From an optimization exercise on the open Yosys and OpenROAD flow, aimed at small area and a short achievable clock period; shortcuts taken in it are not production practice. Function not checked in this run: the RTL went through the layout flow alone. The flow treats the clock pin as an ideal source, which a real chip does not have.

--- config.mk ---
export PLATFORM = sky130hd
export DESIGN_NAME = reed_solomon_top
export DESIGN_NICKNAME = reed_solomon_top
export VERILOG_FILES = /design/flow/design.v
export SDC_FILE = /design/flow/constraint.sdc
export NUM_CORES = 4
export LEC_CHECK = 0
export CAP_MARGIN = 20
export CORE_MARGIN = 2
export CORE_UTILIZATION = 40
export CTS_CLUSTER_DIAMETER = 100
export CTS_CLUSTER_SIZE = 24
export SETUP_SLACK_MARGIN = 1.9
export SLEW_MARGIN = 20
export SYNTH_HIERARCHICAL = 1
export SYNTH_MINIMUM_KEEP_SIZE = 0
--- constraint.sdc ---
create_clock -name core_clock -period 4.0 [get_ports {clk}]
set_input_delay 0.8000 -clock core_clock [delete_from_list [all_inputs] [get_ports {clk}]]
set_output_delay 0.8000 -clock core_clock [all_outputs]
set_load 0.01 [all_outputs]
--- design.v ---
module rs_xor2(input wire a, input wire b, output wire y);
    assign y = a ^ b;
endmodule
module rs_fbg(input wire x, input wire p, output wire y);
    assign y = ~(x & ~p);
endmodule
module rs_xnor2(input wire a, input wire b, output wire y);
    assign y = ~(a ^ b);
endmodule
module rs_inv(input wire a, output wire y);
    assign y = ~a;
endmodule
module rs_nand2(input wire a, input wire b, output wire y);
    assign y = ~(a & b);
endmodule
module reed_solomon_top(
    input  wire       clk,
    input  wire       rst_n,
    input  wire [7:0] data_in,
    output wire [7:0] code_out
);
    reg  [7:0] st;
    reg        po, dn;
    reg  [1:0] pz;    
    wire       at222 = (st == 8'h84);    
    wire       at254 = (st == 8'h80);    
    always @(posedge clk or negedge rst_n) begin
        if (!rst_n) begin
            st <= 8'h01;
            pz <= {2{1'b0}};
            po <= 1'b0;
            dn <= 1'b1;
        end else begin
            st <= {st[6:0], st[7] ^ st[5] ^ st[4] ^ st[3]};
            pz[0] <= at222 | (pz[0] & ~at254);
            pz[1] <= at222 | (pz[1] & ~at254);
            po <= at222 | (po & ~at254);
            dn <= ~at222 & (dn | at254);
        end
    end
    reg  [255:0] rem;
    wire [255:0] nxt;
    wire [7:0] x;
    rs_xor2 fx0 (.a(data_in[0]), .b(rem[248]), .y(x[0]));
    wire fbn0_0;
    rs_fbg f0_0 (.x(x[0]), .p(pz[0]), .y(fbn0_0));
    wire fbn0_1;
    rs_fbg f0_1 (.x(x[0]), .p(pz[1]), .y(fbn0_1));
    wire fbn0_2;
    rs_fbg f0_2 (.x(x[0]), .p(pz[0]), .y(fbn0_2));
    rs_xor2 fx1 (.a(data_in[1]), .b(rem[249]), .y(x[1]));
    wire fbn1_0;
    rs_fbg f1_0 (.x(x[1]), .p(pz[1]), .y(fbn1_0));
    wire fbn1_1;
    rs_fbg f1_1 (.x(x[1]), .p(pz[0]), .y(fbn1_1));
    rs_xor2 fx2 (.a(data_in[2]), .b(rem[250]), .y(x[2]));
    wire fbn2_0;
    rs_fbg f2_0 (.x(x[2]), .p(pz[1]), .y(fbn2_0));
    wire fbn2_1;
    rs_fbg f2_1 (.x(x[2]), .p(pz[0]), .y(fbn2_1));
    rs_xor2 fx3 (.a(data_in[3]), .b(rem[251]), .y(x[3]));
    wire fbn3_0;
    rs_fbg f3_0 (.x(x[3]), .p(pz[1]), .y(fbn3_0));
    wire fbn3_1;
    rs_fbg f3_1 (.x(x[3]), .p(pz[0]), .y(fbn3_1));
    rs_xor2 fx4 (.a(data_in[4]), .b(rem[252]), .y(x[4]));
    wire fbn4_0;
    rs_fbg f4_0 (.x(x[4]), .p(pz[1]), .y(fbn4_0));
    rs_xor2 fx5 (.a(data_in[5]), .b(rem[253]), .y(x[5]));
    wire fbn5_0;
    rs_fbg f5_0 (.x(x[5]), .p(pz[0]), .y(fbn5_0));
    rs_xor2 fx6 (.a(data_in[6]), .b(rem[254]), .y(x[6]));
    wire fbn6_0;
    rs_fbg f6_0 (.x(x[6]), .p(pz[1]), .y(fbn6_0));
    rs_xor2 fx7 (.a(data_in[7]), .b(rem[255]), .y(x[7]));
    wire fbn7_0;
    rs_fbg f7_0 (.x(x[7]), .p(pz[0]), .y(fbn7_0));
    wire p03_0;
    wire p03_1;
    wire p05_0;
    wire p06_0;
    wire p09_0;
    wire p0a_0;
    wire p0c_0;
    wire p11_0;
    wire p12_0;
    wire p14_0;
    wire p18_0;
    wire p22_0;
    wire p30_0;
    wire p42_0;
    wire p44_0;
    wire p48_0;
    wire p50_0;
    wire p60_0;
    wire p60_1;
    wire p81_0;
    wire p82_0;
    wire p84_0;
    wire p90_0;
    wire pa0_0;
    wire p0b_0;
    wire p0e_0;
    wire p13_0;
    wire p16_0;
    wire p1b_0;
    wire p1c_0;
    wire p1d_0;
    wire p23_0;
    wire p25_0;
    wire p26_0;
    wire p27_0;
    wire p29_0;
    wire p2a_0;
    wire p2c_0;
    wire p2e_0;
    wire p31_0;
    wire p32_0;
    wire p35_0;
    wire p36_0;
    wire p38_0;
    wire p3a_0;
    wire p45_0;
    wire p47_0;
    wire p4a_0;
    wire p4c_0;
    wire p4d_0;
    wire p4e_0;
    wire p51_0;
    wire p53_0;
    wire p54_0;
    wire p55_0;
    wire p58_0;
    wire p59_0;
    wire p5a_0;
    wire p5c_0;
    wire p61_0;
    wire p62_0;
    wire p63_0;
    wire p65_0;
    wire p6a_0;
    wire p6c_0;
    wire p70_0;
    wire p71_0;
    wire p72_0;
    wire p74_0;
    wire p83_0;
    wire p85_0;
    wire p89_0;
    wire p8b_0;
    wire p8d_0;
    wire p8e_0;
    wire p91_0;
    wire p93_0;
    wire p95_0;
    wire p98_0;
    wire p99_0;
    wire pa1_0;
    wire pa2_0;
    wire pa3_0;
    wire pa5_0;
    wire pa8_0;
    wire pa9_0;
    wire paa_0;
    wire pb0_0;
    wire pb1_0;
    wire pc1_0;
    wire pc2_0;
    wire pc3_0;
    wire pc6_0;
    wire pca_0;
    wire pd1_0;
    wire pd2_0;
    wire pd4_0;
    wire pd8_0;
    wire pe1_0;
    wire pe2_0;
    wire pf0_0;
    rs_xor2 x_p03_0 (.a(fbn0_0), .b(fbn1_0), .y(p03_0));
    rs_xor2 x_p03_1 (.a(fbn0_1), .b(fbn1_1), .y(p03_1));
    rs_xor2 x_p05_0 (.a(fbn0_2), .b(fbn2_0), .y(p05_0));
    rs_xor2 x_p06_0 (.a(fbn1_0), .b(fbn2_1), .y(p06_0));
    rs_xor2 x_p09_0 (.a(fbn0_0), .b(fbn3_0), .y(p09_0));
    rs_xor2 x_p0a_0 (.a(fbn1_1), .b(fbn3_1), .y(p0a_0));
    rs_xor2 x_p0c_0 (.a(fbn2_0), .b(fbn3_0), .y(p0c_0));
    rs_xor2 x_p11_0 (.a(fbn0_1), .b(fbn4_0), .y(p11_0));
    rs_xor2 x_p12_0 (.a(fbn1_0), .b(fbn4_0), .y(p12_0));
    rs_xor2 x_p14_0 (.a(fbn2_1), .b(fbn4_0), .y(p14_0));
    rs_xor2 x_p18_0 (.a(fbn3_1), .b(fbn4_0), .y(p18_0));
    rs_xor2 x_p22_0 (.a(fbn1_1), .b(fbn5_0), .y(p22_0));
    rs_xor2 x_p30_0 (.a(fbn4_0), .b(fbn5_0), .y(p30_0));
    rs_xor2 x_p42_0 (.a(fbn1_0), .b(fbn6_0), .y(p42_0));
    rs_xor2 x_p44_0 (.a(fbn2_0), .b(fbn6_0), .y(p44_0));
    rs_xor2 x_p48_0 (.a(fbn3_0), .b(fbn6_0), .y(p48_0));
    rs_xor2 x_p50_0 (.a(fbn4_0), .b(fbn6_0), .y(p50_0));
    rs_xor2 x_p60_0 (.a(fbn5_0), .b(fbn6_0), .y(p60_0));
    rs_xor2 x_p60_1 (.a(fbn5_0), .b(fbn6_0), .y(p60_1));
    rs_xor2 x_p81_0 (.a(fbn0_2), .b(fbn7_0), .y(p81_0));
    rs_xor2 x_p82_0 (.a(fbn1_1), .b(fbn7_0), .y(p82_0));
    rs_xor2 x_p84_0 (.a(fbn2_1), .b(fbn7_0), .y(p84_0));
    rs_xor2 x_p90_0 (.a(fbn4_0), .b(fbn7_0), .y(p90_0));
    rs_xor2 x_pa0_0 (.a(fbn5_0), .b(fbn7_0), .y(pa0_0));
    rs_xor2 x_p0b_0 (.a(p0a_0), .b(fbn0_0), .y(p0b_0));
    rs_xor2 x_p0e_0 (.a(p0c_0), .b(fbn1_0), .y(p0e_0));
    rs_xor2 x_p13_0 (.a(p12_0), .b(fbn0_1), .y(p13_0));
    rs_xor2 x_p16_0 (.a(p14_0), .b(fbn1_1), .y(p16_0));
    rs_xor2 x_p1b_0 (.a(p03_0), .b(p18_0), .y(p1b_0));
    rs_xor2 x_p1c_0 (.a(p18_0), .b(fbn2_0), .y(p1c_0));
    rs_xor2 x_p1d_0 (.a(p05_0), .b(p18_0), .y(p1d_0));
    rs_xor2 x_p23_0 (.a(p22_0), .b(fbn0_2), .y(p23_0));
    rs_xor2 x_p25_0 (.a(p05_0), .b(fbn5_0), .y(p25_0));
    rs_xor2 x_p26_0 (.a(p22_0), .b(fbn2_1), .y(p26_0));
    rs_xor2 x_p27_0 (.a(p05_0), .b(p22_0), .y(p27_0));
    rs_xor2 x_p29_0 (.a(p09_0), .b(fbn5_0), .y(p29_0));
    rs_xor2 x_p2a_0 (.a(p22_0), .b(fbn3_1), .y(p2a_0));
    rs_xor2 x_p2c_0 (.a(p0c_0), .b(fbn5_0), .y(p2c_0));
    rs_xor2 x_p2e_0 (.a(p22_0), .b(p0c_0), .y(p2e_0));
    rs_xor2 x_p31_0 (.a(p30_0), .b(fbn0_0), .y(p31_0));
    rs_xor2 x_p32_0 (.a(p30_0), .b(fbn1_0), .y(p32_0));
    rs_xor2 x_p35_0 (.a(p05_0), .b(p30_0), .y(p35_0));
    rs_xor2 x_p36_0 (.a(p06_0), .b(p30_0), .y(p36_0));
    rs_xor2 x_p38_0 (.a(p30_0), .b(fbn3_0), .y(p38_0));
    rs_xor2 x_p3a_0 (.a(p0a_0), .b(p30_0), .y(p3a_0));
    rs_xor2 x_p45_0 (.a(p44_0), .b(fbn0_1), .y(p45_0));
    rs_xor2 x_p47_0 (.a(p03_1), .b(p44_0), .y(p47_0));
    rs_xor2 x_p4a_0 (.a(p48_0), .b(fbn1_1), .y(p4a_0));
    rs_xor2 x_p4c_0 (.a(p48_0), .b(fbn2_0), .y(p4c_0));
    rs_xor2 x_p4d_0 (.a(p05_0), .b(p48_0), .y(p4d_0));
    rs_xor2 x_p4e_0 (.a(p06_0), .b(p48_0), .y(p4e_0));
    rs_xor2 x_p51_0 (.a(p50_0), .b(fbn0_2), .y(p51_0));
    rs_xor2 x_p53_0 (.a(p03_0), .b(p50_0), .y(p53_0));
    rs_xor2 x_p54_0 (.a(p50_0), .b(fbn2_1), .y(p54_0));
    rs_xor2 x_p55_0 (.a(p05_0), .b(p50_0), .y(p55_0));
    rs_xor2 x_p58_0 (.a(p50_0), .b(fbn3_1), .y(p58_0));
    rs_xor2 x_p59_0 (.a(p09_0), .b(p50_0), .y(p59_0));
    rs_xor2 x_p5a_0 (.a(p0a_0), .b(p50_0), .y(p5a_0));
    rs_xor2 x_p5c_0 (.a(p0c_0), .b(p50_0), .y(p5c_0));
    rs_xor2 x_p61_0 (.a(p60_0), .b(fbn0_0), .y(p61_0));
    rs_xor2 x_p62_0 (.a(p60_1), .b(fbn1_0), .y(p62_0));
    rs_xor2 x_p63_0 (.a(p03_1), .b(p60_0), .y(p63_0));
    rs_xor2 x_p65_0 (.a(p05_0), .b(p60_1), .y(p65_0));
    rs_xor2 x_p6a_0 (.a(p0a_0), .b(p60_0), .y(p6a_0));
    rs_xor2 x_p6c_0 (.a(p0c_0), .b(p60_1), .y(p6c_0));
    rs_xor2 x_p70_0 (.a(p60_0), .b(fbn4_0), .y(p70_0));
    rs_xor2 x_p71_0 (.a(p11_0), .b(p60_1), .y(p71_0));
    rs_xor2 x_p72_0 (.a(p12_0), .b(p60_0), .y(p72_0));
    rs_xor2 x_p74_0 (.a(p14_0), .b(p60_1), .y(p74_0));
    rs_xor2 x_p83_0 (.a(p82_0), .b(fbn0_1), .y(p83_0));
    rs_xor2 x_p85_0 (.a(p84_0), .b(fbn0_2), .y(p85_0));
    rs_xor2 x_p89_0 (.a(p81_0), .b(fbn3_0), .y(p89_0));
    rs_xor2 x_p8b_0 (.a(p09_0), .b(p82_0), .y(p8b_0));
    rs_xor2 x_p8d_0 (.a(p09_0), .b(p84_0), .y(p8d_0));
    rs_xor2 x_p8e_0 (.a(p0a_0), .b(p84_0), .y(p8e_0));
    rs_xor2 x_p91_0 (.a(p90_0), .b(fbn0_0), .y(p91_0));
    rs_xor2 x_p93_0 (.a(p03_0), .b(p90_0), .y(p93_0));
    rs_xor2 x_p95_0 (.a(p05_0), .b(p90_0), .y(p95_0));
    rs_xor2 x_p98_0 (.a(p90_0), .b(fbn3_1), .y(p98_0));
    rs_xor2 x_p99_0 (.a(p09_0), .b(p90_0), .y(p99_0));
    rs_xor2 x_pa1_0 (.a(pa0_0), .b(fbn0_1), .y(pa1_0));
    rs_xor2 x_pa2_0 (.a(pa0_0), .b(fbn1_1), .y(pa2_0));
    rs_xor2 x_pa3_0 (.a(p03_1), .b(pa0_0), .y(pa3_0));
    rs_xor2 x_pa5_0 (.a(p05_0), .b(pa0_0), .y(pa5_0));
    rs_xor2 x_pa8_0 (.a(pa0_0), .b(fbn3_0), .y(pa8_0));
    rs_xor2 x_pa9_0 (.a(p09_0), .b(pa0_0), .y(pa9_0));
    rs_xor2 x_paa_0 (.a(p0a_0), .b(pa0_0), .y(paa_0));
    rs_xor2 x_pb0_0 (.a(pa0_0), .b(fbn4_0), .y(pb0_0));
    rs_xor2 x_pb1_0 (.a(p11_0), .b(pa0_0), .y(pb1_0));
    rs_xor2 x_pc1_0 (.a(p81_0), .b(fbn6_0), .y(pc1_0));
    rs_xor2 x_pc2_0 (.a(p82_0), .b(fbn6_0), .y(pc2_0));
    rs_xor2 x_pc3_0 (.a(p81_0), .b(p42_0), .y(pc3_0));
    rs_xor2 x_pc6_0 (.a(p42_0), .b(p84_0), .y(pc6_0));
    rs_xor2 x_pca_0 (.a(p82_0), .b(p48_0), .y(pca_0));
    rs_xor2 x_pd1_0 (.a(p81_0), .b(p50_0), .y(pd1_0));
    rs_xor2 x_pd2_0 (.a(p42_0), .b(p90_0), .y(pd2_0));
    rs_xor2 x_pd4_0 (.a(p44_0), .b(p90_0), .y(pd4_0));
    rs_xor2 x_pd8_0 (.a(p48_0), .b(p90_0), .y(pd8_0));
    rs_xor2 x_pe1_0 (.a(p81_0), .b(p60_0), .y(pe1_0));
    rs_xor2 x_pe2_0 (.a(p42_0), .b(pa0_0), .y(pe2_0));
    rs_xor2 x_pf0_0 (.a(p50_0), .b(pa0_0), .y(pf0_0));
    rs_xnor2 a_0 (.a(fbn3_1), .b(pe1_0), .y(nxt[0]));
    assign nxt[1] = pd2_0;
    assign nxt[2] = p4d_0;
    rs_xnor2 a_3 (.a(fbn0_2), .b(p72_0), .y(nxt[3]));
    rs_inv a_4 (.a(p0e_0), .y(nxt[4]));
    assign nxt[5] = p1d_0;
    assign nxt[6] = p3a_0;
    assign nxt[7] = p74_0;
    rs_xnor2 a_8 (.a(rem[0]), .b(p16_0), .y(nxt[8]));
    rs_xnor2 a_9 (.a(rem[1]), .b(p2c_0), .y(nxt[9]));
    rs_xor2 a_10 (.a(rem[2]), .b(p4e_0), .y(nxt[10]));
    rs_xor2 a_11 (.a(rem[3]), .b(p8b_0), .y(nxt[11]));
    rs_xnor2 a_12 (.a(rem[4]), .b(fbn0_0), .y(nxt[12]));
    rs_xnor2 a_13 (.a(rem[5]), .b(fbn1_0), .y(nxt[13]));
    rs_xor2 a_14 (.a(rem[6]), .b(p05_0), .y(nxt[14]));
    rs_xnor2 a_15 (.a(rem[7]), .b(p0b_0), .y(nxt[15]));
    wire t_16;
    rs_xor2 b_16 (.a(rem[8]), .b(fbn0_1), .y(t_16));
    rs_xnor2 a_16 (.a(t_16), .b(p4e_0), .y(nxt[16]));
    wire t_17;
    rs_xor2 b_17 (.a(rem[9]), .b(p06_0), .y(t_17));
    rs_xor2 a_17 (.a(t_17), .b(p99_0), .y(nxt[17]));
    rs_xor2 a_18 (.a(rem[10]), .b(p71_0), .y(nxt[18]));
    wire t_19;
    rs_xor2 b_19 (.a(rem[11]), .b(fbn2_0), .y(t_19));
    rs_xnor2 a_19 (.a(t_19), .b(pa9_0), .y(nxt[19]));
    rs_xor2 a_20 (.a(rem[12]), .b(p14_0), .y(nxt[20]));
    rs_xnor2 a_21 (.a(rem[13]), .b(p29_0), .y(nxt[21]));
    rs_xor2 a_22 (.a(rem[14]), .b(p53_0), .y(nxt[22]));
    wire t_23;
    rs_xor2 b_23 (.a(rem[15]), .b(fbn1_1), .y(t_23));
    rs_xnor2 a_23 (.a(t_23), .b(pa5_0), .y(nxt[23]));
    rs_xor2 a_24 (.a(rem[16]), .b(p30_0), .y(nxt[24]));
    rs_xor2 a_25 (.a(rem[17]), .b(p60_1), .y(nxt[25]));
    rs_xor2 a_26 (.a(rem[18]), .b(pf0_0), .y(nxt[26]));
    rs_xor2 a_27 (.a(rem[19]), .b(pd1_0), .y(nxt[27]));
    rs_xor2 a_28 (.a(rem[20]), .b(p93_0), .y(nxt[28]));
    rs_xnor2 a_29 (.a(rem[21]), .b(p26_0), .y(nxt[29]));
    rs_xnor2 a_30 (.a(rem[22]), .b(p4c_0), .y(nxt[30]));
    rs_xnor2 a_31 (.a(rem[23]), .b(p98_0), .y(nxt[31]));
    wire t_32, u_32;
    rs_xor2 c_32 (.a(rem[24]), .b(fbn6_0), .y(u_32));
    rs_xor2 b_32 (.a(u_32), .b(p84_0), .y(t_32));
    rs_xnor2 a_32 (.a(t_32), .b(p1b_0), .y(nxt[32]));
    wire t_33;
    rs_xor2 b_33 (.a(rem[25]), .b(p14_0), .y(t_33));
    rs_xor2 a_33 (.a(t_33), .b(paa_0), .y(nxt[33]));
    rs_xor2 a_34 (.a(rem[26]), .b(pa3_0), .y(nxt[34]));
    rs_xor2 a_35 (.a(rem[27]), .b(p99_0), .y(nxt[35]));
    wire t_36;
    rs_xor2 b_36 (.a(rem[28]), .b(p0c_0), .y(t_36));
    rs_xor2 a_36 (.a(t_36), .b(pe1_0), .y(nxt[36]));
    wire t_37;
    rs_xor2 b_37 (.a(rem[29]), .b(p03_0), .y(t_37));
    rs_xor2 a_37 (.a(t_37), .b(pd8_0), .y(nxt[37]));
    wire t_38;
    rs_xor2 b_38 (.a(rem[30]), .b(p06_0), .y(t_38));
    rs_xor2 a_38 (.a(t_38), .b(pb1_0), .y(nxt[38]));
    wire t_39;
    rs_xor2 b_39 (.a(rem[31]), .b(p03_1), .y(t_39));
    rs_xor2 a_39 (.a(t_39), .b(p6c_0), .y(nxt[39]));
    rs_xor2 a_40 (.a(rem[32]), .b(p6c_0), .y(nxt[40]));
    rs_xor2 a_41 (.a(rem[33]), .b(pd8_0), .y(nxt[41]));
    wire t_42;
    rs_xor2 b_42 (.a(rem[34]), .b(fbn2_1), .y(t_42));
    rs_xnor2 a_42 (.a(t_42), .b(pd8_0), .y(nxt[42]));
    wire t_43;
    rs_xor2 b_43 (.a(rem[35]), .b(fbn0_2), .y(t_43));
    rs_xnor2 a_43 (.a(t_43), .b(pd4_0), .y(nxt[43]));
    rs_xor2 a_44 (.a(rem[36]), .b(pc6_0), .y(nxt[44]));
    rs_xor2 a_45 (.a(rem[37]), .b(p8d_0), .y(nxt[45]));
    rs_xor2 a_46 (.a(rem[38]), .b(p1b_0), .y(nxt[46]));
    rs_xor2 a_47 (.a(rem[39]), .b(p36_0), .y(nxt[47]));
    rs_xor2 a_48 (.a(rem[40]), .b(pb1_0), .y(nxt[48]));
    rs_xor2 a_49 (.a(rem[41]), .b(p63_0), .y(nxt[49]));
    wire t_50;
    rs_xor2 b_50 (.a(rem[42]), .b(fbn1_0), .y(t_50));
    rs_xnor2 a_50 (.a(t_50), .b(p74_0), .y(nxt[50]));
    wire t_51;
    rs_xor2 b_51 (.a(rem[43]), .b(fbn0_0), .y(t_51));
    rs_xnor2 a_51 (.a(t_51), .b(p5c_0), .y(nxt[51]));
    rs_xnor2 a_52 (.a(rem[44]), .b(p0b_0), .y(nxt[52]));
    rs_xnor2 a_53 (.a(rem[45]), .b(p16_0), .y(nxt[53]));
    rs_xnor2 a_54 (.a(rem[46]), .b(p2c_0), .y(nxt[54]));
    rs_xnor2 a_55 (.a(rem[47]), .b(p58_0), .y(nxt[55]));
    rs_xnor2 a_56 (.a(rem[48]), .b(pa8_0), .y(nxt[56]));
    rs_xor2 a_57 (.a(rem[49]), .b(p50_0), .y(nxt[57]));
    rs_xnor2 a_58 (.a(rem[50]), .b(fbn3_0), .y(nxt[58]));
    wire t_59;
    rs_xor2 b_59 (.a(rem[51]), .b(fbn3_1), .y(t_59));
    rs_xnor2 a_59 (.a(t_59), .b(pb1_0), .y(nxt[59]));
    wire t_60;
    rs_xor2 b_60 (.a(rem[52]), .b(fbn1_1), .y(t_60));
    rs_xnor2 a_60 (.a(t_60), .b(pd8_0), .y(nxt[60]));
    wire t_61;
    rs_xor2 b_61 (.a(rem[53]), .b(fbn2_0), .y(t_61));
    rs_xnor2 a_61 (.a(t_61), .b(pb1_0), .y(nxt[61]));
    rs_xor2 a_62 (.a(rem[54]), .b(p6a_0), .y(nxt[62]));
    rs_xor2 a_63 (.a(rem[55]), .b(pd4_0), .y(nxt[63]));
    wire t_64;
    rs_xor2 b_64 (.a(rem[56]), .b(p0c_0), .y(t_64));
    rs_xor2 a_64 (.a(t_64), .b(pe1_0), .y(nxt[64]));
    wire t_65;
    rs_xor2 b_65 (.a(rem[57]), .b(p03_0), .y(t_65));
    rs_xor2 a_65 (.a(t_65), .b(pd8_0), .y(nxt[65]));
    rs_xor2 a_66 (.a(rem[58]), .b(p5a_0), .y(nxt[66]));
    rs_xor2 a_67 (.a(rem[59]), .b(p59_0), .y(nxt[67]));
    wire t_68;
    rs_xor2 b_68 (.a(rem[60]), .b(fbn1_0), .y(t_68));
    rs_xnor2 a_68 (.a(t_68), .b(p5c_0), .y(nxt[68]));
    wire t_69;
    rs_xor2 b_69 (.a(rem[61]), .b(p0c_0), .y(t_69));
    rs_xor2 a_69 (.a(t_69), .b(pb1_0), .y(nxt[69]));
    wire t_70;
    rs_xor2 b_70 (.a(rem[62]), .b(p09_0), .y(t_70));
    rs_xor2 a_70 (.a(t_70), .b(p72_0), .y(nxt[70]));
    wire t_71;
    rs_xor2 b_71 (.a(rem[63]), .b(p06_0), .y(t_71));
    rs_xor2 a_71 (.a(t_71), .b(pf0_0), .y(nxt[71]));
    rs_xor2 a_72 (.a(rem[64]), .b(p18_0), .y(nxt[72]));
    rs_xnor2 a_73 (.a(rem[65]), .b(p31_0), .y(nxt[73]));
    wire t_74;
    rs_xor2 b_74 (.a(rem[66]), .b(fbn3_0), .y(t_74));
    rs_xnor2 a_74 (.a(t_74), .b(p72_0), .y(nxt[74]));
    wire t_75;
    rs_xor2 b_75 (.a(rem[67]), .b(fbn7_0), .y(t_75));
    rs_xnor2 a_75 (.a(t_75), .b(p6c_0), .y(nxt[75]));
    rs_xnor2 a_76 (.a(rem[68]), .b(pc1_0), .y(nxt[76]));
    rs_xnor2 a_77 (.a(rem[69]), .b(p83_0), .y(nxt[77]));
    rs_xor2 a_78 (.a(rem[70]), .b(p06_0), .y(nxt[78]));
    rs_xor2 a_79 (.a(rem[71]), .b(p0c_0), .y(nxt[79]));
    wire t_80;
    rs_xor2 b_80 (.a(rem[72]), .b(p09_0), .y(t_80));
    rs_xor2 a_80 (.a(t_80), .b(pe2_0), .y(nxt[80]));
    wire t_81;
    rs_xor2 b_81 (.a(rem[73]), .b(p03_1), .y(t_81));
    rs_xor2 a_81 (.a(t_81), .b(pd4_0), .y(nxt[81]));
    rs_xor2 a_82 (.a(rem[74]), .b(p44_0), .y(nxt[82]));
    rs_xnor2 a_83 (.a(rem[75]), .b(p62_0), .y(nxt[83]));
    rs_xor2 a_84 (.a(rem[76]), .b(p2e_0), .y(nxt[84]));
    wire t_85;
    rs_xor2 b_85 (.a(rem[77]), .b(fbn0_1), .y(t_85));
    rs_xnor2 a_85 (.a(t_85), .b(p5c_0), .y(nxt[85]));
    wire t_86;
    rs_xor2 b_86 (.a(rem[78]), .b(fbn4_0), .y(t_86));
    rs_xnor2 a_86 (.a(t_86), .b(paa_0), .y(nxt[86]));
    wire t_87;
    rs_xor2 b_87 (.a(rem[79]), .b(fbn0_2), .y(t_87));
    rs_xnor2 a_87 (.a(t_87), .b(p74_0), .y(nxt[87]));
    wire t_88;
    rs_xor2 b_88 (.a(rem[80]), .b(fbn7_0), .y(t_88));
    rs_xnor2 a_88 (.a(t_88), .b(p36_0), .y(nxt[88]));
    wire t_89;
    rs_xor2 b_89 (.a(rem[81]), .b(fbn0_0), .y(t_89));
    rs_xnor2 a_89 (.a(t_89), .b(p6c_0), .y(nxt[89]));
    rs_xor2 a_90 (.a(rem[82]), .b(p6c_0), .y(nxt[90]));
    wire t_91;
    rs_xor2 b_91 (.a(rem[83]), .b(fbn1_1), .y(t_91));
    rs_xnor2 a_91 (.a(t_91), .b(p6c_0), .y(nxt[91]));
    wire t_92;
    rs_xor2 b_92 (.a(rem[84]), .b(fbn0_1), .y(t_92));
    rs_xnor2 a_92 (.a(t_92), .b(p6a_0), .y(nxt[92]));
    wire t_93;
    rs_xor2 b_93 (.a(rem[85]), .b(fbn1_0), .y(t_93));
    rs_xnor2 a_93 (.a(t_93), .b(pd4_0), .y(nxt[93]));
    wire t_94;
    rs_xor2 b_94 (.a(rem[86]), .b(fbn2_1), .y(t_94));
    rs_xnor2 a_94 (.a(t_94), .b(pa9_0), .y(nxt[94]));
    wire t_95;
    rs_xor2 b_95 (.a(rem[87]), .b(fbn0_2), .y(t_95));
    rs_xnor2 a_95 (.a(t_95), .b(p5a_0), .y(nxt[95]));
    wire t_96;
    rs_xor2 b_96 (.a(rem[88]), .b(fbn0_0), .y(t_96));
    rs_xnor2 a_96 (.a(t_96), .b(p2e_0), .y(nxt[96]));
    wire t_97;
    rs_xor2 b_97 (.a(rem[89]), .b(p03_0), .y(t_97));
    rs_xor2 a_97 (.a(t_97), .b(p5c_0), .y(nxt[97]));
    rs_xor2 a_98 (.a(rem[90]), .b(p90_0), .y(nxt[98]));
    rs_xnor2 a_99 (.a(rem[91]), .b(p0e_0), .y(nxt[99]));
    rs_xnor2 a_100 (.a(rem[92]), .b(p32_0), .y(nxt[100]));
    rs_xor2 a_101 (.a(rem[93]), .b(p65_0), .y(nxt[101]));
    wire t_102;
    rs_xor2 b_102 (.a(rem[94]), .b(fbn0_1), .y(t_102));
    rs_xnor2 a_102 (.a(t_102), .b(pca_0), .y(nxt[102]));
    wire t_103;
    rs_xor2 b_103 (.a(rem[95]), .b(fbn1_1), .y(t_103));
    rs_xnor2 a_103 (.a(t_103), .b(p95_0), .y(nxt[103]));
    rs_xor2 a_104 (.a(rem[96]), .b(p22_0), .y(nxt[104]));
    rs_xnor2 a_105 (.a(rem[97]), .b(p45_0), .y(nxt[105]));
    rs_xor2 a_106 (.a(rem[98]), .b(pa9_0), .y(nxt[106]));
    rs_xnor2 a_107 (.a(rem[99]), .b(p70_0), .y(nxt[107]));
    rs_xnor2 a_108 (.a(rem[100]), .b(pc2_0), .y(nxt[108]));
    rs_xor2 a_109 (.a(rem[101]), .b(p84_0), .y(nxt[109]));
    rs_xnor2 a_110 (.a(rem[102]), .b(fbn3_1), .y(nxt[110]));
    rs_xor2 a_111 (.a(rem[103]), .b(p11_0), .y(nxt[111]));
    wire t_112;
    rs_xor2 b_112 (.a(rem[104]), .b(fbn2_0), .y(t_112));
    rs_xnor2 a_112 (.a(t_112), .b(paa_0), .y(nxt[112]));
    rs_xor2 a_113 (.a(rem[105]), .b(p5c_0), .y(nxt[113]));
    rs_xnor2 a_114 (.a(rem[106]), .b(p16_0), .y(nxt[114]));
    rs_xor2 a_115 (.a(rem[107]), .b(p82_0), .y(nxt[115]));
    rs_xor2 a_116 (.a(rem[108]), .b(paa_0), .y(nxt[116]));
    rs_xor2 a_117 (.a(rem[109]), .b(p55_0), .y(nxt[117]));
    wire t_118;
    rs_xor2 b_118 (.a(rem[110]), .b(fbn0_2), .y(t_118));
    rs_xnor2 a_118 (.a(t_118), .b(paa_0), .y(nxt[118]));
    wire t_119;
    rs_xor2 b_119 (.a(rem[111]), .b(fbn1_0), .y(t_119));
    rs_xnor2 a_119 (.a(t_119), .b(p55_0), .y(nxt[119]));
    rs_xor2 a_120 (.a(rem[112]), .b(p12_0), .y(nxt[120]));
    rs_xnor2 a_121 (.a(rem[113]), .b(p25_0), .y(nxt[121]));
    rs_xor2 a_122 (.a(rem[114]), .b(p59_0), .y(nxt[122]));
    rs_xnor2 a_123 (.a(rem[115]), .b(pa1_0), .y(nxt[123]));
    rs_xnor2 a_124 (.a(rem[116]), .b(p51_0), .y(nxt[124]));
    rs_xnor2 a_125 (.a(rem[117]), .b(pa2_0), .y(nxt[125]));
    rs_xor2 a_126 (.a(rem[118]), .b(p44_0), .y(nxt[126]));
    rs_xnor2 a_127 (.a(rem[119]), .b(p89_0), .y(nxt[127]));
    wire t_128;
    rs_xor2 b_128 (.a(rem[120]), .b(fbn2_1), .y(t_128));
    rs_xnor2 a_128 (.a(t_128), .b(p99_0), .y(nxt[128]));
    wire t_129;
    rs_xor2 b_129 (.a(rem[121]), .b(fbn0_0), .y(t_129));
    rs_xnor2 a_129 (.a(t_129), .b(p3a_0), .y(nxt[129]));
    wire t_130;
    rs_xor2 b_130 (.a(rem[122]), .b(p09_0), .y(t_130));
    rs_xor2 a_130 (.a(t_130), .b(pe2_0), .y(nxt[130]));
    rs_xnor2 a_131 (.a(rem[123]), .b(p4a_0), .y(nxt[131]));
    rs_xor2 a_132 (.a(rem[124]), .b(p09_0), .y(nxt[132]));
    rs_xnor2 a_133 (.a(rem[125]), .b(p13_0), .y(nxt[133]));
    rs_xor2 a_134 (.a(rem[126]), .b(p27_0), .y(nxt[134]));
    rs_xor2 a_135 (.a(rem[127]), .b(p4e_0), .y(nxt[135]));
    rs_xnor2 a_136 (.a(rem[128]), .b(p61_0), .y(nxt[136]));
    rs_xnor2 a_137 (.a(rem[129]), .b(pc2_0), .y(nxt[137]));
    wire t_138;
    rs_xor2 b_138 (.a(rem[130]), .b(fbn2_0), .y(t_138));
    rs_xnor2 a_138 (.a(t_138), .b(pe1_0), .y(nxt[138]));
    wire t_139;
    rs_xor2 b_139 (.a(rem[131]), .b(fbn0_1), .y(t_139));
    rs_xnor2 a_139 (.a(t_139), .b(paa_0), .y(nxt[139]));
    rs_xor2 a_140 (.a(rem[132]), .b(p36_0), .y(nxt[140]));
    rs_xor2 a_141 (.a(rem[133]), .b(p6c_0), .y(nxt[141]));
    rs_xor2 a_142 (.a(rem[134]), .b(pd8_0), .y(nxt[142]));
    rs_xnor2 a_143 (.a(rem[135]), .b(pb0_0), .y(nxt[143]));
    rs_xor2 a_144 (.a(rem[136]), .b(p12_0), .y(nxt[144]));
    rs_xnor2 a_145 (.a(rem[137]), .b(p25_0), .y(nxt[145]));
    rs_xor2 a_146 (.a(rem[138]), .b(p59_0), .y(nxt[146]));
    rs_xnor2 a_147 (.a(rem[139]), .b(pa1_0), .y(nxt[147]));
    rs_xnor2 a_148 (.a(rem[140]), .b(p51_0), .y(nxt[148]));
    rs_xnor2 a_149 (.a(rem[141]), .b(pa2_0), .y(nxt[149]));
    rs_xor2 a_150 (.a(rem[142]), .b(p44_0), .y(nxt[150]));
    rs_xnor2 a_151 (.a(rem[143]), .b(p89_0), .y(nxt[151]));
    rs_xnor2 a_152 (.a(rem[144]), .b(fbn0_2), .y(nxt[152]));
    rs_xnor2 a_153 (.a(rem[145]), .b(fbn1_1), .y(nxt[153]));
    rs_xnor2 a_154 (.a(rem[146]), .b(fbn2_1), .y(nxt[154]));
    rs_xnor2 a_155 (.a(rem[147]), .b(fbn3_0), .y(nxt[155]));
    rs_xnor2 a_156 (.a(rem[148]), .b(fbn4_0), .y(nxt[156]));
    rs_xnor2 a_157 (.a(rem[149]), .b(fbn5_0), .y(nxt[157]));
    rs_xnor2 a_158 (.a(rem[150]), .b(fbn6_0), .y(nxt[158]));
    rs_xnor2 a_159 (.a(rem[151]), .b(fbn7_0), .y(nxt[159]));
    rs_xor2 a_160 (.a(rem[152]), .b(p4e_0), .y(nxt[160]));
    wire t_161;
    rs_xor2 b_161 (.a(rem[153]), .b(fbn2_0), .y(t_161));
    rs_xnor2 a_161 (.a(t_161), .b(p99_0), .y(nxt[161]));
    wire t_162;
    rs_xor2 b_162 (.a(rem[154]), .b(fbn0_0), .y(t_162));
    rs_xnor2 a_162 (.a(t_162), .b(p74_0), .y(nxt[162]));
    rs_xor2 a_163 (.a(rem[155]), .b(pa5_0), .y(nxt[163]));
    rs_xnor2 a_164 (.a(rem[156]), .b(fbn2_1), .y(nxt[164]));
    rs_xor2 a_165 (.a(rem[157]), .b(p09_0), .y(nxt[165]));
    rs_xnor2 a_166 (.a(rem[158]), .b(p13_0), .y(nxt[166]));
    rs_xor2 a_167 (.a(rem[159]), .b(p27_0), .y(nxt[167]));
    rs_xnor2 a_168 (.a(rem[160]), .b(p2a_0), .y(nxt[168]));
    rs_xnor2 a_169 (.a(rem[161]), .b(p54_0), .y(nxt[169]));
    rs_xnor2 a_170 (.a(rem[162]), .b(p83_0), .y(nxt[170]));
    rs_xnor2 a_171 (.a(rem[163]), .b(p2c_0), .y(nxt[171]));
    rs_xor2 a_172 (.a(rem[164]), .b(p72_0), .y(nxt[172]));
    wire t_173;
    rs_xor2 b_173 (.a(rem[165]), .b(fbn2_0), .y(t_173));
    rs_xnor2 a_173 (.a(t_173), .b(pe1_0), .y(nxt[173]));
    rs_xor2 a_174 (.a(rem[166]), .b(pca_0), .y(nxt[174]));
    rs_xor2 a_175 (.a(rem[167]), .b(p95_0), .y(nxt[175]));
    rs_xnor2 a_176 (.a(rem[168]), .b(p54_0), .y(nxt[176]));
    rs_xor2 a_177 (.a(rem[169]), .b(pa9_0), .y(nxt[177]));
    rs_xor2 a_178 (.a(rem[170]), .b(p06_0), .y(nxt[178]));
    rs_xnor2 a_179 (.a(rem[171]), .b(p58_0), .y(nxt[179]));
    wire t_180;
    rs_xor2 b_180 (.a(rem[172]), .b(fbn2_1), .y(t_180));
    rs_xnor2 a_180 (.a(t_180), .b(pe1_0), .y(nxt[180]));
    rs_xor2 a_181 (.a(rem[173]), .b(pca_0), .y(nxt[181]));
    rs_xor2 a_182 (.a(rem[174]), .b(p95_0), .y(nxt[182]));
    rs_xnor2 a_183 (.a(rem[175]), .b(p2a_0), .y(nxt[183]));
    rs_xnor2 a_184 (.a(rem[176]), .b(p29_0), .y(nxt[184]));
    rs_xor2 a_185 (.a(rem[177]), .b(p53_0), .y(nxt[185]));
    rs_xor2 a_186 (.a(rem[178]), .b(p8e_0), .y(nxt[186]));
    rs_xor2 a_187 (.a(rem[179]), .b(p35_0), .y(nxt[187]));
    rs_xor2 a_188 (.a(rem[180]), .b(p42_0), .y(nxt[188]));
    rs_xnor2 a_189 (.a(rem[181]), .b(p85_0), .y(nxt[189]));
    rs_xor2 a_190 (.a(rem[182]), .b(p0a_0), .y(nxt[190]));
    rs_xor2 a_191 (.a(rem[183]), .b(p14_0), .y(nxt[191]));
    rs_xor2 a_192 (.a(rem[184]), .b(pe1_0), .y(nxt[192]));
    rs_xor2 a_193 (.a(rem[185]), .b(pc3_0), .y(nxt[193]));
    wire t_194;
    rs_xor2 b_194 (.a(rem[186]), .b(fbn1_0), .y(t_194));
    rs_xnor2 a_194 (.a(t_194), .b(p65_0), .y(nxt[194]));
    wire t_195;
    rs_xor2 b_195 (.a(rem[187]), .b(fbn0_1), .y(t_195));
    rs_xnor2 a_195 (.a(t_195), .b(p2e_0), .y(nxt[195]));
    wire t_196;
    rs_xor2 b_196 (.a(rem[188]), .b(p14_0), .y(t_196));
    rs_xor2 a_196 (.a(t_196), .b(paa_0), .y(nxt[196]));
    wire t_197;
    rs_xor2 b_197 (.a(rem[189]), .b(fbn3_1), .y(t_197));
    rs_xnor2 a_197 (.a(t_197), .b(p74_0), .y(nxt[197]));
    wire t_198;
    rs_xor2 b_198 (.a(rem[190]), .b(fbn3_0), .y(t_198));
    rs_xnor2 a_198 (.a(t_198), .b(pf0_0), .y(nxt[198]));
    rs_xor2 a_199 (.a(rem[191]), .b(pf0_0), .y(nxt[199]));
    rs_xor2 a_200 (.a(rem[192]), .b(p8e_0), .y(nxt[200]));
    rs_xnor2 a_201 (.a(rem[193]), .b(p1c_0), .y(nxt[201]));
    wire t_202;
    rs_xor2 b_202 (.a(rem[194]), .b(fbn7_0), .y(t_202));
    rs_xnor2 a_202 (.a(t_202), .b(p36_0), .y(nxt[202]));
    wire t_203;
    rs_xor2 b_203 (.a(rem[195]), .b(fbn0_2), .y(t_203));
    rs_xnor2 a_203 (.a(t_203), .b(pe2_0), .y(nxt[203]));
    rs_xor2 a_204 (.a(rem[196]), .b(p48_0), .y(nxt[204]));
    rs_xnor2 a_205 (.a(rem[197]), .b(p91_0), .y(nxt[205]));
    rs_xnor2 a_206 (.a(rem[198]), .b(p23_0), .y(nxt[206]));
    rs_xor2 a_207 (.a(rem[199]), .b(p47_0), .y(nxt[207]));
    wire t_208;
    rs_xor2 b_208 (.a(rem[200]), .b(p0a_0), .y(t_208));
    rs_xor2 a_208 (.a(t_208), .b(p74_0), .y(nxt[208]));
    wire t_209, u_209;
    rs_xor2 c_209 (.a(rem[201]), .b(fbn7_0), .y(u_209));
    rs_xor2 b_209 (.a(u_209), .b(p60_0), .y(t_209));
    rs_xnor2 a_209 (.a(t_209), .b(p1d_0), .y(nxt[209]));
    rs_xnor2 a_210 (.a(rem[202]), .b(p85_0), .y(nxt[210]));
    rs_xor2 a_211 (.a(rem[203]), .b(p74_0), .y(nxt[211]));
    wire t_212;
    rs_xor2 b_212 (.a(rem[204]), .b(fbn1_1), .y(t_212));
    rs_xnor2 a_212 (.a(t_212), .b(p95_0), .y(nxt[212]));
    wire t_213;
    rs_xor2 b_213 (.a(rem[205]), .b(fbn0_0), .y(t_213));
    rs_xnor2 a_213 (.a(t_213), .b(p2e_0), .y(nxt[213]));
    wire t_214;
    rs_xor2 b_214 (.a(rem[206]), .b(p03_1), .y(t_214));
    rs_xor2 a_214 (.a(t_214), .b(p5c_0), .y(nxt[214]));
    wire t_215, u_215;
    rs_xor2 c_215 (.a(rem[207]), .b(fbn5_0), .y(u_215));
    rs_xor2 b_215 (.a(u_215), .b(p84_0), .y(t_215));
    rs_xnor2 a_215 (.a(t_215), .b(p1b_0), .y(nxt[215]));
    rs_xnor2 a_216 (.a(rem[208]), .b(fbn1_0), .y(nxt[216]));
    rs_xor2 a_217 (.a(rem[209]), .b(p05_0), .y(nxt[217]));
    rs_xor2 a_218 (.a(rem[210]), .b(p09_0), .y(nxt[218]));
    rs_xor2 a_219 (.a(rem[211]), .b(p11_0), .y(nxt[219]));
    rs_xnor2 a_220 (.a(rem[212]), .b(fbn5_0), .y(nxt[220]));
    rs_xnor2 a_221 (.a(rem[213]), .b(fbn6_0), .y(nxt[221]));
    rs_xnor2 a_222 (.a(rem[214]), .b(fbn7_0), .y(nxt[222]));
    rs_xnor2 a_223 (.a(rem[215]), .b(fbn0_1), .y(nxt[223]));
    rs_xor2 a_224 (.a(rem[216]), .b(p18_0), .y(nxt[224]));
    rs_xnor2 a_225 (.a(rem[217]), .b(p31_0), .y(nxt[225]));
    wire t_226;
    rs_xor2 b_226 (.a(rem[218]), .b(fbn3_1), .y(t_226));
    rs_xnor2 a_226 (.a(t_226), .b(p72_0), .y(nxt[226]));
    wire t_227;
    rs_xor2 b_227 (.a(rem[219]), .b(fbn7_0), .y(t_227));
    rs_xnor2 a_227 (.a(t_227), .b(p6c_0), .y(nxt[227]));
    rs_xnor2 a_228 (.a(rem[220]), .b(pc1_0), .y(nxt[228]));
    rs_xnor2 a_229 (.a(rem[221]), .b(p83_0), .y(nxt[229]));
    rs_xor2 a_230 (.a(rem[222]), .b(p06_0), .y(nxt[230]));
    rs_xor2 a_231 (.a(rem[223]), .b(p0c_0), .y(nxt[231]));
    rs_xor2 a_232 (.a(rem[224]), .b(p1b_0), .y(nxt[232]));
    rs_xor2 a_233 (.a(rem[225]), .b(p36_0), .y(nxt[233]));
    wire t_234;
    rs_xor2 b_234 (.a(rem[226]), .b(p03_0), .y(t_234));
    rs_xor2 a_234 (.a(t_234), .b(p74_0), .y(nxt[234]));
    wire t_235;
    rs_xor2 b_235 (.a(rem[227]), .b(p05_0), .y(t_235));
    rs_xor2 a_235 (.a(t_235), .b(pf0_0), .y(nxt[235]));
    wire t_236;
    rs_xor2 b_236 (.a(rem[228]), .b(fbn0_2), .y(t_236));
    rs_xnor2 a_236 (.a(t_236), .b(pf0_0), .y(nxt[236]));
    wire t_237;
    rs_xor2 b_237 (.a(rem[229]), .b(fbn0_0), .y(t_237));
    rs_xnor2 a_237 (.a(t_237), .b(pe2_0), .y(nxt[237]));
    rs_xor2 a_238 (.a(rem[230]), .b(pc6_0), .y(nxt[238]));
    rs_xor2 a_239 (.a(rem[231]), .b(p8d_0), .y(nxt[239]));
    rs_xor2 a_240 (.a(rem[232]), .b(p71_0), .y(nxt[240]));
    rs_xor2 a_241 (.a(rem[233]), .b(pe2_0), .y(nxt[241]));
    wire t_242;
    rs_xor2 b_242 (.a(rem[234]), .b(fbn2_0), .y(t_242));
    rs_xnor2 a_242 (.a(t_242), .b(pb1_0), .y(nxt[242]));
    rs_xor2 a_243 (.a(rem[235]), .b(p1b_0), .y(nxt[243]));
    rs_xor2 a_244 (.a(rem[236]), .b(p47_0), .y(nxt[244]));
    rs_xor2 a_245 (.a(rem[237]), .b(p8e_0), .y(nxt[245]));
    rs_xnor2 a_246 (.a(rem[238]), .b(p1c_0), .y(nxt[246]));
    rs_xnor2 a_247 (.a(rem[239]), .b(p38_0), .y(nxt[247]));
    rs_xor2 a_248 (.a(rem[240]), .b(p8e_0), .y(nxt[248]));
    rs_xnor2 a_249 (.a(rem[241]), .b(p1c_0), .y(nxt[249]));
    wire t_250;
    rs_xor2 b_250 (.a(rem[242]), .b(fbn7_0), .y(t_250));
    rs_xnor2 a_250 (.a(t_250), .b(p36_0), .y(nxt[250]));
    wire t_251;
    rs_xor2 b_251 (.a(rem[243]), .b(fbn0_1), .y(t_251));
    rs_xnor2 a_251 (.a(t_251), .b(pe2_0), .y(nxt[251]));
    rs_xor2 a_252 (.a(rem[244]), .b(p48_0), .y(nxt[252]));
    rs_xnor2 a_253 (.a(rem[245]), .b(p91_0), .y(nxt[253]));
    rs_xnor2 a_254 (.a(rem[246]), .b(p23_0), .y(nxt[254]));
    rs_xor2 a_255 (.a(rem[247]), .b(p47_0), .y(nxt[255]));
    always @(posedge clk or negedge rst_n) begin
        if (!rst_n) rem <= 256'd0;
        else        rem <= nxt;
    end
    wire [7:0] sd, sr;
    genvar g;
    generate for (g = 0; g < 8; g = g + 1) begin : omux
        rs_nand2 nd (.a(data_in[g]), .b(dn), .y(sd[g]));
        rs_nand2 nr (.a(rem[248+g]), .b(po), .y(sr[g]));
        rs_nand2 no (.a(sd[g]), .b(sr[g]), .y(code_out[g]));
    end endgenerate
endmodule
--- flow/run.sh ---
#!/bin/bash
set -euo pipefail
HERE=$(pwd)
CTS="-sink_clustering_enable -repair_clock_nets -sink_clustering_size 14 -sink_clustering_max_diameter 60 -dont_use_dummy_load -sink_clustering_buffer sky130_fd_sc_hd__clkbuf_8"
DU="sky130_fd_sc_hd__probe_p_8 sky130_fd_sc_hd__probec_p_8 sky130_fd_sc_hd__lpflow_bleeder_1 sky130_fd_sc_hd__lpflow_clkbufkapwr_1 sky130_fd_sc_hd__lpflow_clkbufkapwr_16 sky130_fd_sc_hd__lpflow_clkbufkapwr_2 sky130_fd_sc_hd__lpflow_clkbufkapwr_4 sky130_fd_sc_hd__lpflow_clkbufkapwr_8 sky130_fd_sc_hd__lpflow_clkinvkapwr_1 sky130_fd_sc_hd__lpflow_clkinvkapwr_16 sky130_fd_sc_hd__lpflow_clkinvkapwr_2 sky130_fd_sc_hd__lpflow_clkinvkapwr_4 sky130_fd_sc_hd__lpflow_clkinvkapwr_8 sky130_fd_sc_hd__lpflow_decapkapwr_12 sky130_fd_sc_hd__lpflow_decapkapwr_3 sky130_fd_sc_hd__lpflow_decapkapwr_4 sky130_fd_sc_hd__lpflow_decapkapwr_6 sky130_fd_sc_hd__lpflow_decapkapwr_8 sky130_fd_sc_hd__lpflow_inputiso0n_1 sky130_fd_sc_hd__lpflow_inputiso0p_1 sky130_fd_sc_hd__lpflow_inputiso1n_1 sky130_fd_sc_hd__lpflow_inputiso1p_1 sky130_fd_sc_hd__lpflow_inputisolatch_1 sky130_fd_sc_hd__lpflow_isobufsrc_1 sky130_fd_sc_hd__lpflow_isobufsrc_16 sky130_fd_sc_hd__lpflow_isobufsrc_2 sky130_fd_sc_hd__lpflow_isobufsrc_4 sky130_fd_sc_hd__lpflow_isobufsrc_8 sky130_fd_sc_hd__lpflow_isobufsrckapwr_16 sky130_fd_sc_hd__lpflow_lsbuf_lh_hl_isowell_tap_1 sky130_fd_sc_hd__lpflow_lsbuf_lh_hl_isowell_tap_2 sky130_fd_sc_hd__lpflow_lsbuf_lh_hl_isowell_tap_4 sky130_fd_sc_hd__lpflow_lsbuf_lh_isowell_4 sky130_fd_sc_hd__lpflow_lsbuf_lh_isowell_tap_1 sky130_fd_sc_hd__lpflow_lsbuf_lh_isowell_tap_2 sky130_fd_sc_hd__lpflow_lsbuf_lh_isowell_tap_4 sky130_fd_sc_hd__xor2_4 sky130_fd_sc_hd__xnor2_4"
ARGS=("SKIP_INCREMENTAL_REPAIR=1" "BUFFER_PORTS_ARGS=-buffer_cell sky130_fd_sc_hd__buf_2" "CTS_ARGS=$CTS" "DONT_USE_CELLS=$DU")
bash standard.sh "${ARGS[@]}" cts > standard_cts.log 2>&1
RES=$HERE/orfs/results/sky130hd/reed_solomon_top/base
MARGIN=$(sed -n 's/^export SETUP_SLACK_MARGIN *= *//p' config.mk)
RES=$RES TARGET=$MARGIN LIB=$FLOW_HOME/platforms/sky130hd/lib/sky130_fd_sc_hd__tt_025C_1v80.lib \
  openroad -no_init -exit flow/recover.tcl > recover.log 2>&1
bash standard.sh "${ARGS[@]}" finish > standard.log 2>&1
--- flow/recover.tcl ---
# Area recovery after CTS: remove data-path buffers (not port buffers), then downsize
# combinational cells (never flip-flops or clock cells), one at a time, keeping each change
# only if the worst setup slack stays at or above the target and no max-slew /
# max-capacitance violation appears.
set res $::env(RES)
set target $::env(TARGET)
read_db $res/4_cts.odb
read_liberty $::env(LIB)
read_sdc $res/4_cts.sdc
source $::env(FLOW_HOME)/platforms/sky130hd/setRC.tcl
set_propagated_clock [all_clocks]
estimate_parasitics -placement
report_design_area
report_worst_slack
# never ask for more than the slack timing repair reached
set ws [expr {[sta::worst_slack_cmd max]*1e9}]
if {$ws < $target} { set target [expr {$ws - 0.005}] }
puts "recovery target slack $target"

set slew0 [sta::max_slew_violation_count]
set cap0 [sta::max_capacitance_violation_count]
proc try_remove_buffer {name target} {
  set block [ord::get_db_block]
  set dbi [$block findInst $name]
  set in_it [$dbi findITerm A]; set out_it [$dbi findITerm X]
  if {$in_it == "NULL" || $out_it == "NULL"} { return 0 }
  set nin [$in_it getNet]; set nout [$out_it getNet]
  if {$nin == "NULL" || $nout == "NULL"} { return 0 }
  if {[llength [$nout getBTerms]] > 0 || [llength [$nin getBTerms]] > 0} { return 0 }
  set loads {}
  foreach it [$nout getITerms] { if {[$it getInst] != $dbi} { lappend loads $it } }
  foreach it $loads { $it disconnect; $it connect $nin }
  estimate_parasitics -placement
  if {[sta::worst_slack_cmd max] >= $target*1e-9 && [sta::max_slew_violation_count] <= $::slew0 && [sta::max_capacitance_violation_count] <= $::cap0} {
    $in_it disconnect
    odb::dbInst_destroy $dbi
    odb::dbNet_destroy $nout
    return 1
  }
  foreach it $loads { $it disconnect; $it connect $nout }
  estimate_parasitics -placement
  return 0
}
set nb 0
foreach inst [get_cells *] {
  set lc [get_property $inst ref_name]
  if {![regexp {__buf_[0-9]+$} $lc]} continue
  set nm [get_full_name $inst]
  if {[regexp {^(input|output)} $nm]} continue
  if {[try_remove_buffer $nm $target]} { puts "removed buffer $nm"; incr nb }
}
puts "removed $nb buffers"

proc smaller_cells {name} {
  if {![regexp {^(sky130_fd_sc_hd__)(.*)_([0-9]+)$} $name -> pre base drv]} { return {} }
  set out {}
  foreach d {0 1 2 4 6 8 12 16} {
    if {$d >= $drv} break
    set c "${pre}${base}_$d"
    if {[llength [get_lib_cells -quiet */$c]] > 0} { lappend out $c }
  }
  return $out
}
set insts {}
foreach inst [get_cells *] {
  set lc [get_property $inst ref_name]
  if {[regexp {df|clkbuf|clkinv|dly|tap|fill|decap} $lc]} continue
  if {[llength [smaller_cells $lc]] == 0} continue
  lappend insts $inst
}
puts "candidates: [llength $insts]"
set n 0
foreach inst $insts {
  set lc [get_property $inst ref_name]
  foreach c [smaller_cells $lc] {
    replace_cell $inst [lindex [get_lib_cells */$c] 0]
    estimate_parasitics -placement
    if {[sta::worst_slack_cmd max] >= $target*1e-9 && [sta::max_slew_violation_count] <= $slew0 && [sta::max_capacitance_violation_count] <= $cap0} {
      puts "resized [get_full_name $inst] $lc -> $c"
      incr n
      break
    }
    replace_cell $inst [lindex [get_lib_cells */$lc] 0]
    estimate_parasitics -placement
  }
}
puts "downsized $n instances"
report_design_area
report_worst_slack
write_db $res/4_cts.odb
--- standard.sh ---
#!/bin/bash
# synth_recipe.tcl (not shown) runs the flow's synth.tcl, then flattens the netlist and writes it again
# the make line also repeats each setting of config.mk as NAME=value (left out here)
make -C /OpenROAD-flow-scripts/flow DESIGN_CONFIG=/design/flow/config.mk WORK_HOME=/design/flow/orfs CLKGATE_MAP_FILE= SYNTH_SCRIPT=/design/flow/synth_recipe.tcl "${@:-finish}"
==> notes.md <==
[logic make-up after synthesis]
kind of cell	after synthesis
flops	268
buf+inv	2
xor+xnor	440
mux	4
simple gates	40
[metal layers]
| metal | global-route usage | routed length, um | vias to the layer above |
|---|---|---|---|
| met5 | 0 | 0 | - |
| met1 | 0.265 | 11400 | 2887 |
| met2 | 0.319 | 12600 | 137 |
| met4 | 0.0768 | 1150 | 0 |
| met3 | 0.0414 | 1580 | 64 |
| li1 | - | - | 2450 |
[Yosys stat by module, one instance, submodules excluded]
module,cells inside,flops+latches,cell area [um2]
rs_xor2,1,0,8.76
rs_fbg,1,0,6.26
rs_xnor2,1,0,8.76
rs_nand2,1,0,3.75
rs_inv,1,0,3.75
reed_solomon_top,279,268,6820
[worst register-to-register path, delay by kind of cell (launching register included)]
family                    cells  cell delay [ns]
xor gates and xnor gates      4             1.28
buffers and inverters         1             0.23
and+or+nand+nor               1             0.20
DFF                           1             0.43
[how the worst max path moves through the flow]
stage	to	depth (start not counted)	from
6_report	code_out[5]	3	dn
3_5_place_dp	rem[116]	6	data_in[1]
4_1_cts	code_out[2]	3	dn
5_1_grt	rem[125]	7	data_in[7]
3_3_place_gp	rem[116]	6	data_in[1]
2_1_floorplan	rem[122]	5	data_in[0]
[through the flow]
step	utilization	hold slack, ns	instance area [um2]
after global placement	0.449	0.362	12000
after detailed placement	0.449	0.366	12000
final	0.466	0.391	12500
after CTS	0.500	0.213	13400
after floorplan	-	0.355	11300
after global routing	0.466	0.396	12500
[state kept, by name, indices dropped and copies added, names as in the netlist]
signal and cells:
po 1, rem 256, pz 2, st 8
dn 1
[synthesized netlist by cell type]
| library cell | n |
|---|---|
| dfrtp_1 | 266 |
| inv_1 | 2 |
| xnor2_1 | 136 |
| nand2_2 | 1 |
| nand2b_1 | 13 |
| mux2_1 | 3 |
| mux2i_1 | 1 |
| nand2_1 | 24 |
| nor4b_4 | 1 |
| nor3_1 | 1 |
| dfstp_2 | 2 |
| xor2_1 | 304 |
[layout make-up]
type,instances,area (um2),area share
multi-input cells,484,4490,0.360
inverters,2,7.51,0.000602
well taps,341,427,0.0342
flip-flops and latches,268,6710,0.538
repair buffers,78,468,0.0375
clock buffers,24,364,0.0292
==> results by group <==
Placement
  – Setup slack at placement: 0.762 ns
  – Placed insts: 1131
  – HPWL after DPL: 17600 um
  – Placer Congestion: 0.855
  – I/O Buffers: 17

Critical path
  – Slowest stage delay, CP: 0.62 ns
  – Worst EP arrival: 1.43 ns
  – R2r endpoint: rem[229]
  – WP buf/inv: 1
  – R2R Setup Slk: 1.79 ns
  – Reg-to-Reg Start: rem[249]
  – Worst r2r path cells: 6
  – CP Max Fanout: 9
  – Cell family with most CP delay: flip-flops
  – CP cell instances: nand2_1, nand2_1, buf_2
  – Crit path top cell by count: nand2_1
  – Slowest stage cell, crit path: dfstp_2
  – CP Class: reg -> out
  – Crit end category: output pin
  – Nature of the critical path startpoint: flip-flop
  – CP required: 3.20 ns

Drt
  – Vias/cell: 4.63
  – Detail Route Antenna Nets: 0
  – WL/cell: 22.4 um
  – DRT iter0 DRCs: 378
  – Via Count: 5538
  – Number of detailed-route iterations in the first pass: 4
  – Total routed wirelength: 26800 um
  – Remaining DRCs: 0

Yosys
  – Xor and xnor area share after synthesis: 0.356
  – Synth Instances: 754
  – Register bit total from synthesis: 268
  – Netlist cell types: 12
  – Largest family of logic cells by synthesized area: XOR/XNOR gates
  – Post-synthesis sequential area ratio: 0.620
  – Mux cell area share after synthesis: 0.00405
  – Synthesized Nets: 764
  – Area leader, netlist: dfrtp_1
  – Complex-gate fraction of the synthesized area: 0
  – Synthesized area per cell: 14.4 um2
  – Top-area cell type share of the netlist area: 0.615
  – Ranking of synthesized cells by area: dfrtp_1, xor2_1, xnor2_1
  – Simple-Gate Fraction of Synth Area: 0.0191
  – Synth Warn #: 7
  – Mapped cell area: 0.0108 mm2
  – Adder-cell area share of the yosys netlist: 0

Clock tree
  – Post_cts resized: 13
  – Clock-pin slew on the worst setup and hold paths: 0.08 ns
  – Max H-tree Level: 1
  – CTS tree: built
  – CTS Root Cell: clkbuf_16
  – Sink Count: 268
  – Clock tree buffer depth: 3
  – Clock latency on the worst-skew pair: 0.50 ns
  – Post-CTS Hold Buffers: 0
  – CTS buffer count: 24
  – Postcts setup bufs: 105

Floorplan
  – Starting density of the core: 0.405
  – Chip Height: 168 um
  – DIE WIDTH: 168 um
  – Ports: 18
  – Std cell rows: 60
  – Die footprint: 0.0284 mm2
  – Core area: 0.0267 mm2

Global routing
  – Grt total ovfl: 0
  – GRT Total Usage: 0.198
  – Largest net degree at the start of global routing: 161
  – Number of global-route vias before repair: 6240
  – First-pass GRT wire length: 40700 um
  – Antenna violations before repair: 0

Layout
  – Area grow syn2layout: 15.2%
  – Fillers: 2368
  – Commonest non-fill, non-tap cell in the layout: dfrtp_1
  – Diodes inserted: 0
  – Most frequent cells in the layout: dfrtp_1, xor2_1, xnor2_1
  – Final nets: 868
  – Layout cell share with drive strength beyond 1: 0.154
  – Final cell count without fillers: 1197

Timing
  – Pins Over Slew Limit: 0
  – Final hold viol count: 0
  – Worst slew margin: 0.177
  – Setup-failing EPs final: 0
  – Worst Skew: 0.0410 ns
  – Tmin final: 2.23 ns
  – Max Freq: 447 MHz
  – Worst slew pin tran: 1.23 ns
  – Post-route clock period utilization: 0.559
  – Final WS setup: 1.77 ns
  – Setup TNS Final: 0 ns

Hold path
  – Hold Path Cell Cnt: 0
  – Worst hold path type: reg -> reg
  – Hold Startpoint: st[6]
  – Hold EP: st[7]

Job
  – Maxcap violations: 0

Run status
  – Status: complete, no violations

## what the ideal ports hide
The flow's constraints put no driver on any port. The routed layout listed below was extracted and timed again, unchanged, in two steps.
Step 1 sets driving cells, clkbuf_16 on the clock port and buf_2 on the other inputs (assumed; they add their load-dependent delay and slew).
Step 2 adds t to the input delays and takes it off the output delays; t is the mean of the earliest and latest rising clock arrival at the registers after step 1. Input paths then give back, and output paths get back, about the clock's delay inside the block.
Three values: ideal, step 1, step 2; two values: the first two.
t (ns): 0.532
setup WS [ns]: 1.765 / 1.718 / 1.263
hold WS [ns]: 0.391 / 0.391 / 0.391
worst slew at a driven data input, ns: 0.05
cell pins on the clock port's net: 1
After both steps setup and hold are still met in this run. For this run, drivers alone change the setup slack by -0.047 ns; drivers and shift together by -0.502 ns.
